From an optimization exercise on the open Yosys and OpenROAD flow, aimed at a short achievable clock period and few clock cycles per item; shortcuts taken in it are not production practice.
The RTL of this run was laid out without a check of its function.

[flow/config.mk]
export PLATFORM = sky130hd
export DESIGN_NAME = core_pipe_top
export DESIGN_NICKNAME = core_pipe_top
export VERILOG_FILES = /design/flow/design.v
export SDC_FILE = /design/flow/constraint.sdc
export NUM_CORES = 4
export LEC_CHECK = 0
export CAP_MARGIN = 40
export CORE_MARGIN = 2
export CORE_UTILIZATION = 40
export SLEW_MARGIN = 20
export SYNTH_MEMORY_MAX_BITS = 4096
[flow/constraint.sdc]
create_clock -name core_clock -period 12.0 [get_ports {clk}]
set_input_delay 2.4000 -clock core_clock [delete_from_list [all_inputs] [get_ports {clk}]]
set_output_delay 2.4000 -clock core_clock [all_outputs]
set_load 0.01 [all_outputs]
[flow/design.v]
module core_reg_arr (
    input           clk,
    input           wen,
    input[4:0]      rs1_addr,
    input[4:0]      rs2_addr,
    input[4:0]      rd_addr,
    input[31:0]     rd_din,
    output[31:0]    rs1_dout,
    output[31:0]    rs2_dout
);
reg[31:0]   reg_array[31:1];
always @(posedge clk) begin
    if (wen && rd_addr != 5'd0) begin
        reg_array[rd_addr]  <= rd_din;
    end
end
assign  rs1_dout    =   (rs1_addr == 5'd0) ? 32'd0 :
                        (wen && rd_addr == rs1_addr) ? rd_din : reg_array[rs1_addr];
assign  rs2_dout    =   (rs2_addr == 5'd0) ? 32'd0 :
                        (wen && rd_addr == rs2_addr) ? rd_din : reg_array[rs2_addr];
endmodule
module core_mem_mux (
    input                   if_ram_en,
    input[31:0]             if_ram_pc,
    input                   mem_ram_en,
    input                   mem_ram_wen,
    input[31:0]             mem_ram_addr,
    input[1:0]              mem_ram_size,
    input[31:0]             mem_ram_din,
    output reg              ram_en,
    output reg              ram_wen,
    output reg[31:0]        ram_addr,
    output reg[1:0]         ram_size,
    output reg[31:0]        ram_din
);
always @(*) begin
    ram_din = mem_ram_din;
    if (if_ram_en) begin
        ram_en = 1'b1;
        ram_wen = 1'b0;
        ram_addr = if_ram_pc;
        ram_size = 2'b10;
    end else if(mem_ram_en) begin
        ram_en = 1'b1;
        ram_wen = mem_ram_wen;
        ram_addr = mem_ram_addr;
        ram_size = mem_ram_size;
    end else begin
        ram_en = 1'b0;
        ram_wen = 1'b0;
        ram_addr = if_ram_pc;
        ram_size = 2'b10;
    end
end
endmodule
module core_pipe_if (
    input               clk,
    input               rst_n,
    output reg          if_validout,
    input               ie_result_jmp,
    input[31:0]         ie_result_pc,
    input               ie_result_mem_load,
    input               ie_result_mem_store,
    output reg          if_ram_en,
    output reg[31:0]    if_ram_pc
);
reg[31:0]       pc;
always @(posedge clk or negedge rst_n) begin
    if (!rst_n) begin
        if_validout     <= 1'b0;
        if_ram_en       <= 1'b0;
        if_ram_pc       <= 32'd0;
        pc              <= 32'd0;
    end else begin
        if (ie_result_mem_load | ie_result_mem_store) begin
            if_ram_en   <= 1'b0;
            if_validout <= 1'b0;
        end else begin
            if_validout <= 1'b1;
            if (ie_result_jmp) begin
                if_ram_en   <= 1'b1;
                if_ram_pc   <= ie_result_pc;
                pc          <= ie_result_pc + 32'd4;
            end else begin
                if_ram_en   <= 1'b1;
                if_ram_pc   <= pc;
                pc          <= pc + 32'd4;
            end
        end
    end
end
endmodule
module core_pipe_id (
    input               clk,
    input               rst_n,
    input               if_validout,
    input               ie_result_jmp,
    output reg          id_validout,
    input[31:0]         ram_dout,
    input[31:0]         if_ram_pc,
    output reg[31:0]    id_pc,
    output reg[4:0]     id_rd,
    output reg[2:0]     id_func3,
    output reg[4:0]     id_rs1,
    output reg[4:0]     id_rs2,
    output reg[6:0]     id_func7,
    output              LB,
    output              LH,
    output              LW,
    output              LBU,
    output              LHU,
    output              SB,
    output              SH,
    output              SW,
    output              BEQ,
    output              BNE,
    output              BLT,
    output              BGE,
    output              BLTU,
    output              BGEU,
    output              JAL,
    output              JALR,
    output              SLL,
    output              SLLI,
    output              SRL,
    output              SRLI,
    output              ADD,
    output              ADDI,
    output              SUB,
    output              LUI,
    output              AUIPC,
    output              AND,
    output              ANDI,
    output              OR,
    output              ORI,
    output              XOR,
    output              XORI,
    output              SLT,
    output              SLTU,
    output              SLTI,
    output              SLTIU
);
reg[6:0]            opcode;
reg                 decode_en;
wire    OP_0000011      = decode_en & ~opcode[6] & ~opcode[5]  & ~opcode[4] & ~opcode[3] & ~opcode[2] & opcode[1]  & opcode[0];
wire    OP_0100011      = decode_en & ~opcode[6] &  opcode[5]  & ~opcode[4] & ~opcode[3] & ~opcode[2] & opcode[1]  & opcode[0];
wire    OP_0110011      = decode_en & ~opcode[6] &  opcode[5]  &  opcode[4] & ~opcode[3] & ~opcode[2] & opcode[1]  & opcode[0];
wire    OP_0010011      = decode_en & ~opcode[6] & ~opcode[5]  &  opcode[4] & ~opcode[3] & ~opcode[2] & opcode[1]  & opcode[0];
wire    OP_0010111      = decode_en & ~opcode[6] & ~opcode[5]  &  opcode[4] & ~opcode[3] &  opcode[2] & opcode[1]  & opcode[0];
wire    OP_0110111      = decode_en & ~opcode[6] &  opcode[5]  &  opcode[4] & ~opcode[3] &  opcode[2] & opcode[1]  & opcode[0];
wire    OP_1100011      = decode_en &  opcode[6] &  opcode[5]  & ~opcode[4] & ~opcode[3] & ~opcode[2] & opcode[1]  & opcode[0];
wire    OP_1100111      = decode_en &  opcode[6] &  opcode[5]  & ~opcode[4] & ~opcode[3] &  opcode[2] & opcode[1]  & opcode[0];
wire    OP_1101111      = decode_en &  opcode[6] &  opcode[5]  & ~opcode[4] &  opcode[3] &  opcode[2] & opcode[1]  & opcode[0];
wire    FUNC3_000       = decode_en & ~id_func3[2]  & ~id_func3[1]   & ~id_func3[0];
wire    FUNC3_001       = decode_en & ~id_func3[2]  & ~id_func3[1]   &  id_func3[0];
wire    FUNC3_010       = decode_en & ~id_func3[2]  &  id_func3[1]   & ~id_func3[0];
wire    FUNC3_011       = decode_en & ~id_func3[2]  &  id_func3[1]   &  id_func3[0];
wire    FUNC3_100       = decode_en &  id_func3[2]  & ~id_func3[1]   & ~id_func3[0];
wire    FUNC3_101       = decode_en &  id_func3[2]  & ~id_func3[1]   &  id_func3[0];
wire    FUNC3_110       = decode_en &  id_func3[2]  &  id_func3[1]   & ~id_func3[0];
wire    FUNC3_111       = decode_en &  id_func3[2]  &  id_func3[1]   &  id_func3[0];
wire    FUNC7_0000000   = decode_en & ~id_func7[6]  & ~id_func7[5]   & ~id_func7[4]  & ~id_func7[3]  & ~id_func7[2]  & ~id_func7[1]  & ~id_func7[0];
wire    FUNC7_0100000   = decode_en & ~id_func7[6]  &  id_func7[5]   & ~id_func7[4]  & ~id_func7[3]  & ~id_func7[2]  & ~id_func7[1]  & ~id_func7[0];
assign    LB      =   OP_0000011 & FUNC3_000;
assign    LH      =   OP_0000011 & FUNC3_001;
assign    LW      =   OP_0000011 & FUNC3_010;
assign    LBU     =   OP_0000011 & FUNC3_100;
assign    LHU     =   OP_0000011 & FUNC3_101;
assign    SB      =   OP_0100011 & FUNC3_000;
assign    SH      =   OP_0100011 & FUNC3_001;
assign    SW      =   OP_0100011 & FUNC3_010;
assign    BEQ     =   OP_1100011 & FUNC3_000;
assign    BNE     =   OP_1100011 & FUNC3_001;
assign    BLT     =   OP_1100011 & FUNC3_100;
assign    BGE     =   OP_1100011 & FUNC3_101;
assign    BLTU    =   OP_1100011 & FUNC3_110;
assign    BGEU    =   OP_1100011 & FUNC3_111;
assign    JAL     =   OP_1101111;
assign    JALR    =   OP_1100111;
assign    SLL     =   OP_0110011 & FUNC3_001 & FUNC7_0000000;
assign    SLLI    =   OP_0010011 & FUNC3_001 & FUNC7_0000000;
assign    SRL     =   OP_0110011 & FUNC3_101 & FUNC7_0000000;
assign    SRLI    =   OP_0010011 & FUNC3_101 & FUNC7_0000000;
assign    ADD     =   OP_0110011 & FUNC3_000 & FUNC7_0000000;
assign    ADDI    =   OP_0010011 & FUNC3_000;
assign    SUB     =   OP_0110011 & FUNC3_000 & FUNC7_0100000;
assign    LUI     =   OP_0110111;
assign    AUIPC   =   OP_0010111;
assign    AND     =   OP_0110011 & FUNC3_111 & FUNC7_0000000;
assign    ANDI    =   OP_0010011 & FUNC3_111;
assign    OR      =   OP_0110011 & FUNC3_110 & FUNC7_0000000;
assign    ORI     =   OP_0010011 & FUNC3_110;
assign    XOR     =   OP_0110011 & FUNC3_100 & FUNC7_0000000;
assign    XORI    =   OP_0010011 & FUNC3_100;
assign    SLT     =   OP_0110011 & FUNC3_010 & FUNC7_0000000;
assign    SLTU    =   OP_0110011 & FUNC3_011 & FUNC7_0000000;
assign    SLTI    =   OP_0010011 & FUNC3_010;
assign    SLTIU   =   OP_0010011 & FUNC3_011;
always @(posedge clk or negedge rst_n) begin
    if (!rst_n) begin
        id_validout     <= 1'b0;
        decode_en       <= 1'b0;
    end else begin
        if (if_validout & ~ie_result_jmp) begin
            id_pc           <= if_ram_pc;
            opcode          <= ram_dout[6:0];
            id_rd           <= ram_dout[11:7];
            id_func3        <= ram_dout[14:12];
            id_rs1          <= ram_dout[19:15];
            id_rs2          <= ram_dout[24:20];
            id_func7        <= ram_dout[31:25];
            decode_en       <= 1'b1;
            id_validout     <= 1'b1;
        end else begin
            decode_en       <= 1'b0;
            id_validout     <= 1'b0;
        end
    end
end
endmodule
module core_pipe_ie (
    input               clk,
    input               rst_n,
    output reg          ie_validout,
    input               id_validout,
    input[31:0]         id_pc,
    input[4:0]          id_rd,
    input[2:0]          id_func3,
    input[4:0]          id_rs1,
    input[4:0]          id_rs2,
    input[6:0]          id_func7,
    input               id_op_LB,
    input               id_op_LH,
    input               id_op_LW,
    input               id_op_LBU,
    input               id_op_LHU,
    input               id_op_SB,
    input               id_op_SH,
    input               id_op_SW,
    input               id_op_BEQ,
    input               id_op_BNE,
    input               id_op_BLT,
    input               id_op_BGE,
    input               id_op_BLTU,
    input               id_op_BGEU,
    input               id_op_JAL,
    input               id_op_JALR,
    input               id_op_AND,
    input               id_op_ANDI,
    input               id_op_OR,
    input               id_op_ORI,
    input               id_op_XOR,
    input               id_op_XORI,
    input               id_op_ADD,
    input               id_op_ADDI,
    input               id_op_SUB,
    input               id_op_SLL,
    input               id_op_SLLI,
    input               id_op_SRL,
    input               id_op_SRLI,
    input               id_op_LUI,
    input               id_op_AUIPC,
    input               id_op_SLT,
    input               id_op_SLTU,
    input               id_op_SLTI,
    input               id_op_SLTIU,
    output              result_mem_load,
    output              result_mem_store,
    output              result_mem_unsigned,
    output[1:0]         result_mem_size,
    output[31:0]        result_mem_addr,
    output[31:0]        result_mem_din,
    output[31:0]        result_pc,
    output              result_jmp,
    output              result_link,
    output[31:0]        result_link_addr,
    output[31:0]        result_value,
    output              result_computed,
    output reg[4:0]     ie_rd,
    output reg[4:0]     ie_rs1,
    output reg[4:0]     ie_rs2,
    input[31:0]         reg_rs1_dout_old,
    input[31:0]         reg_rs2_dout_old,
    input[4:0]          mem_rd,
    input               mem_write_rd,
    input               mem_result_mem_load,
    input[31:0]         mem_load_data,
    input[31:0]         mem_result_value
);
reg[31:0]    ie_pc;
reg[2:0]     ie_func3;
reg[6:0]     ie_func7;
reg          execute_en;
reg op_LB;
reg op_LH;
reg op_LW;
reg op_LBU;
reg op_LHU;
reg op_SB;
reg op_SH;
reg op_SW;
reg op_BEQ;
reg op_BNE;
reg op_BLT;
reg op_BGE;
reg op_BLTU;
reg op_BGEU;
reg op_JAL;
reg op_JALR;
reg op_AND;
reg op_ANDI;
reg op_OR;
reg op_ORI;
reg op_XOR;
reg op_XORI;
reg op_ADD;
reg op_ADDI;
reg op_SUB;
reg op_SLL;
reg op_SLLI;
reg op_SRL;
reg op_SRLI;
reg op_LUI;
reg op_AUIPC;
reg op_SLT;
reg op_SLTU;
reg op_SLTI;
reg op_SLTIU;
wire[31:0]    reg_rs1_dout;
wire[31:0]    reg_rs2_dout;
assign reg_rs1_dout = mem_write_rd && mem_result_mem_load && ie_rs1 == mem_rd ? mem_load_data :
                      mem_write_rd && ie_rs1 == mem_rd ? mem_result_value : reg_rs1_dout_old;
assign reg_rs2_dout = mem_write_rd && mem_result_mem_load && ie_rs2 == mem_rd ? mem_load_data :
                      mem_write_rd && ie_rs2 == mem_rd ? mem_result_value : reg_rs2_dout_old;
wire[31:0]    imm_i = {{20{ie_func7[6]}}, ie_func7, ie_rs2};
wire[31:0]    imm_s = {{20{ie_func7[6]}}, ie_func7, ie_rd};
wire[31:0]    imm_b = {{20{ie_func7[6]}}, ie_rd[0], ie_func7[5:0], ie_rd[4:1], 1'b0};
wire[31:0]    imm_j = {{12{ie_func7[6]}}, ie_rs1, ie_func3, ie_rs2[0], ie_func7[5:0], ie_rs2[4:1], 1'b0};
wire[31:0]    imm_u = {ie_func7, ie_rs2, ie_rs1, ie_func3, 12'd0};
assign result_mem_size = op_LB | op_LBU | op_SB ? 2'b00 :
                         op_LH | op_LHU | op_SH ? 2'b01 :
                         op_LW | op_SW          ? 2'b10 : 2'b10;
assign result_mem_load  = (op_LB | op_LH | op_LW | op_LBU | op_LHU) & execute_en;
assign result_mem_store = (op_SB | op_SH | op_SW) & execute_en;
assign result_mem_unsigned = op_LBU | op_LHU;
assign result_mem_addr  = (op_SB | op_SH | op_SW) ? reg_rs1_dout + imm_s :
                                                    reg_rs1_dout + imm_i;
assign result_mem_din   = reg_rs2_dout;
wire   rs1_eq_rs2               =   reg_rs1_dout == reg_rs2_dout;
wire   rs1_lt_rs2_signed        =   $signed(reg_rs1_dout) < $signed(reg_rs2_dout);
wire   rs1_ge_rs2_signed        =   $signed(reg_rs1_dout) >= $signed(reg_rs2_dout);
wire   rs1_lt_rs2_unsigned      =   reg_rs1_dout < reg_rs2_dout;
wire   rs1_ge_rs2_unsigned      =   reg_rs1_dout >= reg_rs2_dout;
assign result_jmp       =  ((op_BEQ & rs1_eq_rs2)             |
                            (op_BNE & ~rs1_eq_rs2)            |
                            (op_BLT & rs1_lt_rs2_signed)      |
                            (op_BGE & rs1_ge_rs2_signed)      |
                            (op_BLTU & rs1_lt_rs2_unsigned)   |
                            (op_BGEU & rs1_ge_rs2_unsigned)   |
                            (op_JAL | op_JALR)) & execute_en;
assign result_pc        =   op_JAL  ? ie_pc + imm_j :
                            op_JALR ? (reg_rs1_dout + imm_i) & 32'hFFFFFFFE :
                            ie_pc + imm_b;
assign result_link      =   (op_JAL | op_JALR) & execute_en;
assign result_link_addr =   ie_pc + 32'd4;
assign result_value =   op_AND      ? reg_rs1_dout & reg_rs2_dout       : 
                        op_ANDI     ? reg_rs1_dout & imm_i              :
                        op_OR       ? reg_rs1_dout | reg_rs2_dout       :
                        op_ORI      ? reg_rs1_dout | imm_i              :
                        op_XOR      ? reg_rs1_dout ^ reg_rs2_dout       :
                        op_XORI     ? reg_rs1_dout ^ imm_i              :
                        op_ADD      ? reg_rs1_dout + reg_rs2_dout       :
                        op_ADDI     ? reg_rs1_dout + imm_i              :
                        op_SUB      ? reg_rs1_dout - reg_rs2_dout       :
                        op_SLL      ? reg_rs1_dout << reg_rs2_dout[4:0] :
                        op_SLLI     ? reg_rs1_dout << ie_rs2            :
                        op_SRL      ? reg_rs1_dout >> reg_rs2_dout[4:0] :
                        op_SRLI     ? reg_rs1_dout >> ie_rs2            :
                        op_LUI      ? imm_u                                                                 :
                        op_AUIPC    ? imm_u + ie_pc                                                         :
                        op_SLT      ? rs1_lt_rs2_signed ? 32'd1 : 32'd0                                     :
                        op_SLTU     ? rs1_lt_rs2_unsigned ? 32'd1 : 32'd0                                   :
                        op_SLTI     ? $signed(reg_rs1_dout) < $signed(imm_i) ? 32'd1 : 32'd0                :
                        op_SLTIU    ? reg_rs1_dout < imm_i ? 32'd1 : 32'd0                                  : 32'd0;
assign result_computed =   (op_AND   |
                            op_ANDI  |
                            op_OR    |
                            op_ORI   |
                            op_XOR   |
                            op_XORI  |
                            op_ADD   |
                            op_ADDI  |
                            op_SUB   |
                            op_SLL   |
                            op_SLLI  |
                            op_SRL   |
                            op_SRLI  |
                            op_LUI   |
                            op_AUIPC |
                            op_SLT   |
                            op_SLTU  |
                            op_SLTI  |
                            op_SLTIU ) & execute_en;
always @(posedge clk or negedge rst_n) begin
    if (!rst_n) begin
        ie_validout     <= 1'b0;
        execute_en      <= 1'b0;
    end else begin
        begin
            if (id_validout) begin
                if (!result_jmp) begin
                    ie_validout <= 1'b1;
                    ie_pc       <= id_pc;
                    ie_rd       <= id_rd;
                    ie_func3    <= id_func3;
                    ie_rs1      <= id_rs1;
                    ie_rs2      <= id_rs2;
                    ie_func7    <= id_func7;
                    op_LB       <= id_op_LB;
                    op_LH       <= id_op_LH;
                    op_LW       <= id_op_LW;
                    op_LBU      <= id_op_LBU;
                    op_LHU      <= id_op_LHU;
                    op_SB       <= id_op_SB;
                    op_SH       <= id_op_SH;
                    op_SW       <= id_op_SW;
                    op_BEQ      <= id_op_BEQ;
                    op_BNE      <= id_op_BNE;
                    op_BLT      <= id_op_BLT;
                    op_BGE      <= id_op_BGE;
                    op_BLTU     <= id_op_BLTU;
                    op_BGEU     <= id_op_BGEU;
                    op_JAL      <= id_op_JAL;
                    op_JALR     <= id_op_JALR;
                    op_AND      <= id_op_AND;
                    op_ANDI     <= id_op_ANDI;
                    op_OR       <= id_op_OR;
                    op_ORI      <= id_op_ORI;
                    op_XOR      <= id_op_XOR;
                    op_XORI     <= id_op_XORI;
                    op_ADD      <= id_op_ADD;
                    op_ADDI     <= id_op_ADDI;
                    op_SUB      <= id_op_SUB;
                    op_SLL      <= id_op_SLL;
                    op_SLLI     <= id_op_SLLI;
                    op_SRL      <= id_op_SRL;
                    op_SRLI     <= id_op_SRLI;
                    op_LUI      <= id_op_LUI;
                    op_AUIPC    <= id_op_AUIPC;
                    op_SLT      <= id_op_SLT;
                    op_SLTU     <= id_op_SLTU;
                    op_SLTI     <= id_op_SLTI;
                    op_SLTIU    <= id_op_SLTIU;
                    execute_en  <= 1'b1;
                end else begin
                    execute_en  <= 1'b0;
                    ie_validout <= 1'b0;
                end
            end else begin
                execute_en  <= 1'b0;
                ie_validout <= 1'b0;
            end
        end
    end
end
endmodule
module core_pipe_mem (
    input               clk,
    input               rst_n,
    output reg          mem_validout,
    input               ie_validout,
    input[4:0]          ie_rd,
    input[1:0]          ie_result_mem_size,
    input               ie_result_mem_load,
    input               ie_result_mem_store,
    input               ie_result_mem_unsigned,
    input[31:0]         ie_result_mem_addr,
    input[31:0]         ie_result_mem_din,
    input               ie_result_link,
    input[31:0]         ie_result_link_addr,
    input[31:0]         ie_result_value,
    input               ie_result_computed,
    output reg[4:0]     mem_rd,
    output reg          mem_result_mem_load,
    output reg          mem_write_rd,
    output[31:0]        mem_load_data,
    output reg[31:0]    mem_result_value,
    input[31:0]         ram_dout,
    output reg          mem_ram_en,
    output reg          mem_ram_wen,
    output reg[31:0]    mem_ram_addr,
    output reg[1:0]     mem_ram_size,
    output reg[31:0]    mem_ram_din
);
reg         mem_unsigned;
wire[7:0]   load_byte = mem_ram_addr[1:0] == 2'd0 ? ram_dout[7:0]   :
                        mem_ram_addr[1:0] == 2'd1 ? ram_dout[15:8]  :
                        mem_ram_addr[1:0] == 2'd2 ? ram_dout[23:16] : ram_dout[31:24];
wire[15:0]  load_half = mem_ram_addr[1] ? ram_dout[31:16] : ram_dout[15:0];
assign mem_load_data = mem_ram_size == 2'b00 ? {{24{~mem_unsigned & load_byte[7]}}, load_byte} :
                       mem_ram_size == 2'b01 ? {{16{~mem_unsigned & load_half[15]}}, load_half} :
                                               ram_dout;
always @(posedge clk or negedge rst_n) begin
    if (!rst_n) begin
        mem_validout    <= 1'b0;
        mem_write_rd    <= 1'b0;
        mem_ram_en      <= 1'b0;
        mem_ram_addr    <= 32'd0;
        mem_ram_size    <= 2'd0;
        mem_ram_wen     <= 1'b0;
        mem_result_mem_load <= 1'b0;
    end else begin
        if (ie_validout) begin
            mem_validout    <= 1'b1;
            mem_result_mem_load             <= ie_result_mem_load;
            mem_rd                          <= ie_rd;
            mem_write_rd                    <= (ie_result_mem_load | ie_result_link | ie_result_computed) & (ie_rd != 5'd0);
            mem_result_value                <= ie_result_link ? ie_result_link_addr : ie_result_value;
            if (ie_result_mem_load) begin
                mem_ram_en      <= 1'b1;
                mem_ram_wen     <= 1'b0;
                mem_ram_addr    <= ie_result_mem_addr;
                mem_ram_size    <= ie_result_mem_size;
                mem_unsigned    <= ie_result_mem_unsigned;
            end else if(ie_result_mem_store) begin
                mem_ram_en      <= 1'b1;
                mem_ram_wen     <= 1'b1;
                mem_ram_addr    <= ie_result_mem_addr;
                mem_ram_size    <= ie_result_mem_size;
                mem_ram_din     <= ie_result_mem_din;
            end else begin
                mem_ram_en      <= 1'b0;
                mem_ram_wen     <= 1'b0;
            end
        end else begin
            mem_validout    <= 1'b0;
            mem_write_rd    <= 1'b0;
            mem_ram_en      <= 1'b0;
            mem_ram_wen     <= 1'b0;
            mem_result_mem_load <= 1'b0;
        end
    end
end
endmodule
module core_pipe_wb (
    input               clk,
    input               rst_n,
    output reg          wb_validout,
    input               mem_validout,
    input[4:0]          mem_rd,
    input               mem_write_rd,
    input               mem_result_mem_load,
    input[31:0]         mem_load_data,
    input[31:0]         mem_result_value,
    output reg          wb_reg_wen,
    output reg[4:0]     wb_rd_addr,
    output reg[31:0]    wb_rd_din
);
always @(posedge clk or negedge rst_n) begin
    if (!rst_n) begin
        wb_validout     <= 1'b0;
        wb_reg_wen      <= 1'b0;
        wb_rd_addr      <= 5'd0;
    end else begin
        wb_validout     <= mem_validout;
        wb_reg_wen      <= mem_validout & mem_write_rd;
        wb_rd_addr      <= mem_rd;
        wb_rd_din       <= mem_result_mem_load ? mem_load_data : mem_result_value;
    end
end
endmodule
module core_pipe_top (
    input               clk,
    input               rst_n,
    output              ram_en,
    output              ram_wen,
    output[31:0]        ram_addr,
    output[1:0]         ram_size,
    output[31:0]        ram_din,
    input[31:0]         ram_dout
);
wire[31:0]  reg_rs1_dout;
wire[31:0]  reg_rs2_dout;
core_reg_arr reg_arr_inst (
    .clk(clk),
    .wen(wb_reg_wen),
    .rs1_addr(ie_rs1),
    .rs2_addr(ie_rs2),
    .rd_addr(wb_rd_addr),
    .rd_din(wb_rd_din),
    .rs1_dout(reg_rs1_dout),
    .rs2_dout(reg_rs2_dout)
);
core_mem_mux mem_mux_inst (
    .if_ram_en(if_ram_en),
    .if_ram_pc(if_ram_pc),
    .mem_ram_en(mem_ram_en),
    .mem_ram_wen(mem_ram_wen),
    .mem_ram_addr(mem_ram_addr),
    .mem_ram_size(mem_ram_size),
    .mem_ram_din(mem_ram_din),
    .ram_en(ram_en),
    .ram_wen(ram_wen),
    .ram_addr(ram_addr),
    .ram_size(ram_size),
    .ram_din(ram_din)
);
wire            if_validout;
wire            if_ram_en;
wire[31:0]      if_ram_pc;
core_pipe_if pipe_if_inst(
    .clk(clk),
    .rst_n(rst_n),
    .if_validout(if_validout),
    .ie_result_jmp(ie_result_jmp),
    .ie_result_pc(ie_result_pc),
    .ie_result_mem_load(ie_result_mem_load),
    .ie_result_mem_store(ie_result_mem_store),
    .if_ram_en(if_ram_en),
    .if_ram_pc(if_ram_pc)
);
wire[31:0]    id_pc;
wire[4:0]     id_rd;
wire[2:0]     id_func3;
wire[4:0]     id_rs1;
wire[4:0]     id_rs2;
wire[6:0]     id_func7;
wire          id_LB;
wire          id_LH;
wire          id_LW;
wire          id_LBU;
wire          id_LHU;
wire          id_SB;
wire          id_SH;
wire          id_SW;
wire          id_BEQ;
wire          id_BNE;
wire          id_BLT;
wire          id_BGE;
wire          id_BLTU;
wire          id_BGEU;
wire          id_JAL;
wire          id_JALR;
wire          id_SLL;
wire          id_SLLI;
wire          id_SRL;
wire          id_SRLI;
wire          id_ADD;
wire          id_ADDI;
wire          id_SUB;
wire          id_LUI;
wire          id_AUIPC;
wire          id_AND;
wire          id_ANDI;
wire          id_OR;
wire          id_ORI;
wire          id_XOR;
wire          id_XORI;
wire          id_SLT;
wire          id_SLTU;
wire          id_SLTI;
wire          id_SLTIU;
wire     id_validout;
core_pipe_id pipe_id_inst(
    .clk(clk),
    .rst_n(rst_n),
    .id_validout(id_validout),
    .if_validout(if_validout),
    .ie_result_jmp(ie_result_jmp),
    .ram_dout(ram_dout),
    .if_ram_pc(if_ram_pc),
    .id_pc(id_pc),
    .id_rd(id_rd),
    .id_func3(id_func3),
    .id_rs1(id_rs1),
    .id_rs2(id_rs2),
    .id_func7(id_func7),
    .LB(id_LB),
    .LH(id_LH),
    .LW(id_LW),
    .LBU(id_LBU),
    .LHU(id_LHU),
    .SB(id_SB),
    .SH(id_SH),
    .SW(id_SW),
    .BEQ(id_BEQ),
    .BNE(id_BNE),
    .BLT(id_BLT),
    .BGE(id_BGE),
    .BLTU(id_BLTU),
    .BGEU(id_BGEU),
    .JAL(id_JAL),
    .JALR(id_JALR ),
    .SLL(id_SLL),
    .SLLI(id_SLLI),
    .SRL(id_SRL),
    .SRLI(id_SRLI),
    .ADD(id_ADD),
    .ADDI(id_ADDI),
    .SUB(id_SUB),
    .LUI(id_LUI),
    .AUIPC(id_AUIPC),
    .AND(id_AND),
    .ANDI(id_ANDI),
    .OR(id_OR),
    .ORI(id_ORI),
    .XOR(id_XOR),
    .XORI(id_XORI),
    .SLT(id_SLT),
    .SLTU(id_SLTU),
    .SLTI(id_SLTI),
    .SLTIU(id_SLTIU)
);
wire     ie_validout;
wire[4:0]    ie_rd;
wire[4:0]    ie_rs1;
wire[4:0]    ie_rs2;
wire              ie_result_mem_load;
wire              ie_result_mem_store;
wire              ie_result_mem_unsigned;
wire[1:0]         ie_result_mem_size;
wire[31:0]        ie_result_mem_addr;
wire[31:0]        ie_result_mem_din;
wire[31:0]        ie_result_pc;
wire              ie_result_jmp;
wire              ie_result_link;
wire[31:0]        ie_result_link_addr;
wire[31:0]        ie_result_value;
wire              ie_result_computed;
core_pipe_ie pipe_ie_inst(
    .clk(clk),
    .rst_n(rst_n),
    .ie_validout(ie_validout),
    .id_validout(id_validout),
    .id_pc(id_pc),
    .id_rd(id_rd),
    .id_func3(id_func3),
    .id_rs1(id_rs1),
    .id_rs2(id_rs2),
    .id_func7(id_func7),
    .id_op_LB(id_LB),
    .id_op_LH(id_LH),
    .id_op_LW(id_LW),
    .id_op_LBU(id_LBU),
    .id_op_LHU(id_LHU),
    .id_op_SB(id_SB),
    .id_op_SH(id_SH),
    .id_op_SW(id_SW),
    .id_op_BEQ(id_BEQ),
    .id_op_BNE(id_BNE),
    .id_op_BLT(id_BLT),
    .id_op_BGE(id_BGE),
    .id_op_BLTU(id_BLTU),
    .id_op_BGEU(id_BGEU),
    .id_op_JAL(id_JAL),
    .id_op_JALR(id_JALR),
    .id_op_SLL(id_SLL),
    .id_op_SLLI(id_SLLI),
    .id_op_SRL(id_SRL),
    .id_op_SRLI(id_SRLI),
    .id_op_ADD(id_ADD),
    .id_op_ADDI(id_ADDI),
    .id_op_SUB(id_SUB),
    .id_op_LUI(id_LUI),
    .id_op_AUIPC(id_AUIPC),
    .id_op_AND(id_AND),
    .id_op_ANDI(id_ANDI),
    .id_op_OR(id_OR),
    .id_op_ORI(id_ORI),
    .id_op_XOR(id_XOR),
    .id_op_XORI(id_XORI),
    .id_op_SLT(id_SLT),
    .id_op_SLTU(id_SLTU),
    .id_op_SLTI(id_SLTI),
    .id_op_SLTIU(id_SLTIU),
    .result_mem_load(ie_result_mem_load),
    .result_mem_store(ie_result_mem_store),
    .result_mem_unsigned(ie_result_mem_unsigned),
    .result_mem_size(ie_result_mem_size),
    .result_mem_addr(ie_result_mem_addr),
    .result_mem_din(ie_result_mem_din),
    .result_pc(ie_result_pc),
    .result_jmp(ie_result_jmp),
    .result_link(ie_result_link),
    .result_link_addr(ie_result_link_addr),
    .result_value(ie_result_value),
    .result_computed(ie_result_computed),
    .ie_rd(ie_rd),
    .ie_rs1(ie_rs1),
    .ie_rs2(ie_rs2),
    .reg_rs1_dout_old(reg_rs1_dout),
    .reg_rs2_dout_old(reg_rs2_dout),
    .mem_rd(mem_rd),
    .mem_write_rd(mem_write_rd),
    .mem_result_mem_load(mem_result_mem_load),
    .mem_load_data(mem_load_data),
    .mem_result_value(mem_result_value)
);
wire        mem_validout;
wire[4:0]     mem_rd;
wire          mem_result_mem_load;
wire          mem_write_rd;
wire[31:0]    mem_load_data;
wire[31:0]    mem_result_value;
wire          mem_ram_en;
wire          mem_ram_wen;
wire[31:0]    mem_ram_addr;
wire[1:0]     mem_ram_size;
wire[31:0]    mem_ram_din;
core_pipe_mem pipe_mem_inst(
    .clk(clk),
    .rst_n(rst_n),
    .mem_validout(mem_validout),
    .ie_validout(ie_validout),
    .ie_rd(ie_rd),
    .ie_result_mem_size(ie_result_mem_size),
    .ie_result_mem_load(ie_result_mem_load),
    .ie_result_mem_store(ie_result_mem_store),
    .ie_result_mem_unsigned(ie_result_mem_unsigned),
    .ie_result_mem_addr(ie_result_mem_addr),
    .ie_result_mem_din(ie_result_mem_din),
    .ie_result_link(ie_result_link),
    .ie_result_link_addr(ie_result_link_addr),
    .ie_result_value(ie_result_value),
    .ie_result_computed(ie_result_computed),
    .mem_rd(mem_rd),
    .mem_result_mem_load(mem_result_mem_load),
    .mem_write_rd(mem_write_rd),
    .mem_load_data(mem_load_data),
    .mem_result_value(mem_result_value),
    .ram_dout(ram_dout),
    .mem_ram_en(mem_ram_en),
    .mem_ram_wen(mem_ram_wen),
    .mem_ram_addr(mem_ram_addr),
    .mem_ram_size(mem_ram_size),
    .mem_ram_din(mem_ram_din)
);
wire            wb_validout;
wire            wb_reg_wen;
wire[4:0]       wb_rd_addr;
wire[31:0]      wb_rd_din;
core_pipe_wb pipe_wb_inst(
    .clk(clk),
    .rst_n(rst_n),
    .wb_validout(wb_validout),
    .mem_validout(mem_validout),
    .mem_rd(mem_rd),
    .mem_write_rd(mem_write_rd),
    .mem_result_mem_load(mem_result_mem_load),
    .mem_load_data(mem_load_data),
    .mem_result_value(mem_result_value),
    .wb_reg_wen(wb_reg_wen),
    .wb_rd_addr(wb_rd_addr),
    .wb_rd_din(wb_rd_din)
);
endmodule
[flow/run.sh]
#!/bin/bash
# synth_recipe.tcl (not shown) runs the flow's synth.tcl, then flattens the netlist and writes it again
# the make line also repeats each setting of config.mk as NAME=value (left out here)
make -C /OpenROAD-flow-scripts/flow DESIGN_CONFIG=/design/flow/config.mk WORK_HOME=/design/flow/orfs CLKGATE_MAP_FILE= SYNTH_SCRIPT=/design/flow/synth_recipe.tcl finish
==> reports/results.tsv <==
metric	value	unit
ys_seq_elements	1372	
cts-resized-gates	0	
tightest_slew	1.13	ns
hold_path_class	flip-flop to flip-flop	
grt-ovfl-total	0	
cp-end-kind	flip-flop	
syn_to_final_growth	13.5	%
cts_sinks	1372	
nFillCells	19690	
setup_tns	0	ns
cp_slowest_cell	a21oi_1	
dieArea	218000	µm²
dieHeight	467	µm
grtUsageTotal	40.3	%
cts_max_level	4	
grt_pass1_wl	603000	µm
dp.cells	10139	
slew_violations	0	
die_w	467	µm
yosys_warnings	7	
vias_per_cell	7.04	
syn_nets	7640	
timing_worst_setup_path_type	primary input to flip-flop	
rsz0062_at_grt	no	
rows	170	
worst_ep_arrival_time	10.55	ns
antenna_left	0	
fin_nets	7776	
synth_seq_area_share	47.2	%
grt_antenna_before_repair	51	
relSlewSlack	24.6	%
cp_slowest_stage_delay	0.78	ns
worstPathBufferInverterCount	2	
syn_inst	7344	
fmax	101	MHz
period_minus_slack	9.87	ns
synth.cell_area	85900	µm²
drv_cap	0	
finalCritPeriodShare	82.2	%
crit_family	compound AO/OA/AOI/OAI gates	
synth_edf_count	1250	
core	214000	µm²
wl_met3	49800	µm
post_cts_buffers	0	
clock_path_buffers	3	
ff_latch_area	40600	µm²
cts_made_buffers	153	
r2r_cells	29	
final-setup-viol-count	0	
cts_tree	built	
root_buffer	clkbuf_16	
grt_pass1_vias	69786	
clk_pin_slew_worst_paths	0.07	ns
crit_path_max_fanout	15	
final_common_cell	edfxtp_1	
first_iter_violations	12003	
async_flop_share	8.16	%
wl_met2	195000	µm
drive_above_1_share	18.2	%
hpwl	323000	µm
gp_congestion	1.15	
required	12.68	ns
status	finished clean	
clock_latency	0.88	ns
holdWs	0.418	ns
first_pass_iters	8	
grt_max_degree	72	
num_vias	73699	
final_cell_mix	1,250 x edfxtp_1, 582 x nor2_1, 518 x a21oi_1	
cp-start-kind	primary input	
wl_per_cell	42.7	µm
synth.distinct_cells	109	
finClkSkew	0.118	ns
final_hold_viol_count	0	
drc_errors	0	
ctsHoldBuffers	0	
io-pin-count	102	
ys.flop_type	edfxtp_1	
wl_met1	160000	µm
portBuffers	101	
crit_top_cell	nand2_1	
whs_path_depth	0	
initial_core_util	40.1	%
avgSynthCellArea	11.7	µm²
final_cells	10474	
multiInputGateArea	42700	µm²
path_depth	27	
postRouteWirelength	447000	µm
highest_layer	met5	
==> final timing paths <==
check	start	endpoint	slack, ns
worst min register to register	pipe_id_inst.id_pc[13]$_DFFE_PP_	pipe_ie_inst.ie_pc[13]$_DFFE_PP_	0.42
worst max-delay path	ram_dout[7]	pipe_if_inst.pc[24]$_DFFE_PN0P_	2.13
max in group asynchronous	rst_n	pipe_wb_inst.wb_rd_addr[2]$_DFF_PN0_	9.12
worst min-delay path	pipe_id_inst.id_pc[13]$_DFFE_PP_	pipe_ie_inst.ie_pc[13]$_DFFE_PP_	0.42
min in group asynchronous	rst_n	pipe_if_inst.if_ram_pc[20]$_DFFE_PN0P_	1.57
worst max register to register	flip-flop	pipe_if_inst.pc[24]$_DFFE_PN0P_	2.68
==> flip-flops by register name (all words and copies together), names as in the netlist, 5 cells and up, named ones only <==
name	cells
reg_arr_inst.reg_array	992
pipe_ie_inst.ie_func7	7
pipe_ie_inst.ie_rd	5
pipe_wb_inst.wb_rd_din	32
pipe_if_inst.if_ram_pc	32
pipe_mem_inst.mem_ram_din	32
pipe_id_inst.id_rs1	5
pipe_mem_inst.mem_rd	5
pipe_id_inst.id_rs2	5
pipe_id_inst.id_func7	7
pipe_mem_inst.mem_ram_addr	32
pipe_if_inst.pc	32
pipe_mem_inst.mem_result_value	32
pipe_ie_inst.ie_rs2	5
pipe_id_inst.id_pc	32
pipe_wb_inst.wb_rd_addr	5
pipe_id_inst.id_rd	5
pipe_id_inst.opcode	7
pipe_ie_inst.ie_pc	32
pipe_ie_inst.ie_rs1	5
==> logic make-up after synthesis <==
kind of cell    share of synthesized area, %
compound gates                          15.3
simple gates                            10.1
flops                                   47.2
mux                                     17.7
buf+inv                                 3.71
fa+ha+maj                               3.88
xor+xnor                                2.12
==> synthesized netlist by cell type, types with 65 or more instances <==
cell type | number | area share [%]
a211oi_1 | 152 | 1.3
a21o_1 | 65 | 0.57
a21oi_1 | 521 | 3.0
a22oi_1 | 102 | 0.89
a31oi_1 | 78 | 0.57
buf_1 | 68 | 0.30
buf_2 | 81 | 0.47
clkbuf_1 | 349 | 1.5
dfrtp_1 | 112 | 3.3
edfxtp_1 | 1250 | 44
ha_1 | 255 | 3.7
inv_1 | 187 | 0.82
mux2_2 | 104 | 1.4
mux2i_1 | 382 | 4.5
mux4_2 | 448 | 12
nand2_1 | 483 | 2.1
nand3_1 | 154 | 0.90
nor2_1 | 616 | 2.7
nor3_1 | 132 | 0.77
o21ai_0 | 350 | 2.0
xnor2_1 | 151 | 1.5
==> layer usage <==
metal | up-vias | GRT usage (%)
met5 | - | 0.0659
met4 | 30 | 31.6
met3 | 1543 | 12.2
met2 | 5803 | 60.1
met1 | 37172 | 48.5
li1 | 29151 | -
==> worst reg2reg max path, delay by kind of cell (launching register included) <==
kind            cells  cell delay [ns]
xor+xnor            1             0.17
fa+ha+maj           2             0.75
mux                 2             0.67
compound gates     12             3.43
simple gates       10             2.40
buf+inv             2             0.92
flops               1             0.86
==> per-stage QoR <==
step | setup WS [ns] | utilization (%) | cell area, µm²
finish | 2.13 | 45.6 | 97500
global route | 1.76 | 45.5 | 97400
CTS | 2.42 | 45.4 | 97100
detailed placement | 1.59 | 43.1 | 92200
global placement | 1.41 | 42.6 | 91100
floorplan | 2.55 | - | 85900
==> cell type report <==
class | instances | share of cell area (%)
clock buffers | 186 | 4.14
well taps | 2838 | 3.64
flip-flops and latches | 1372 | 41.6
inverters | 207 | 0.803
diodes | 34 | 0.0873
multi-input cells | 5222 | 43.8
clock inverters | 91 | 0.965
repair buffers | 524 | 4.99

## separate check: timing with driven ports
The results above use ideal ports. As a check the final layout listed here was re-extracted and re-timed, cells and wires unchanged.
Step 1 sets driving cells, clkbuf_16 on the clock port and buf_2 on the other inputs (assumed; they add their load-dependent delay and slew).
Step 2 adds t to the input delays and takes it off the output delays; t is the mean of the earliest and latest rising clock arrival at the registers after step 1. Input paths then give back, and output paths get back, about the clock's delay inside the block.
a / b / c = ideal / step 1 / step 2; a / b = the first two.
shift t [ns]: 0.921
setup WS [ns]: 2.130 / 2.195 / 1.273
worst setup path at the end: input to register
worst data-port slew with drivers (ns): 0.06
After both steps this run still meets setup and hold. For this run, drivers alone change the setup slack by +0.065 ns; drivers and shift together by -0.857 ns.
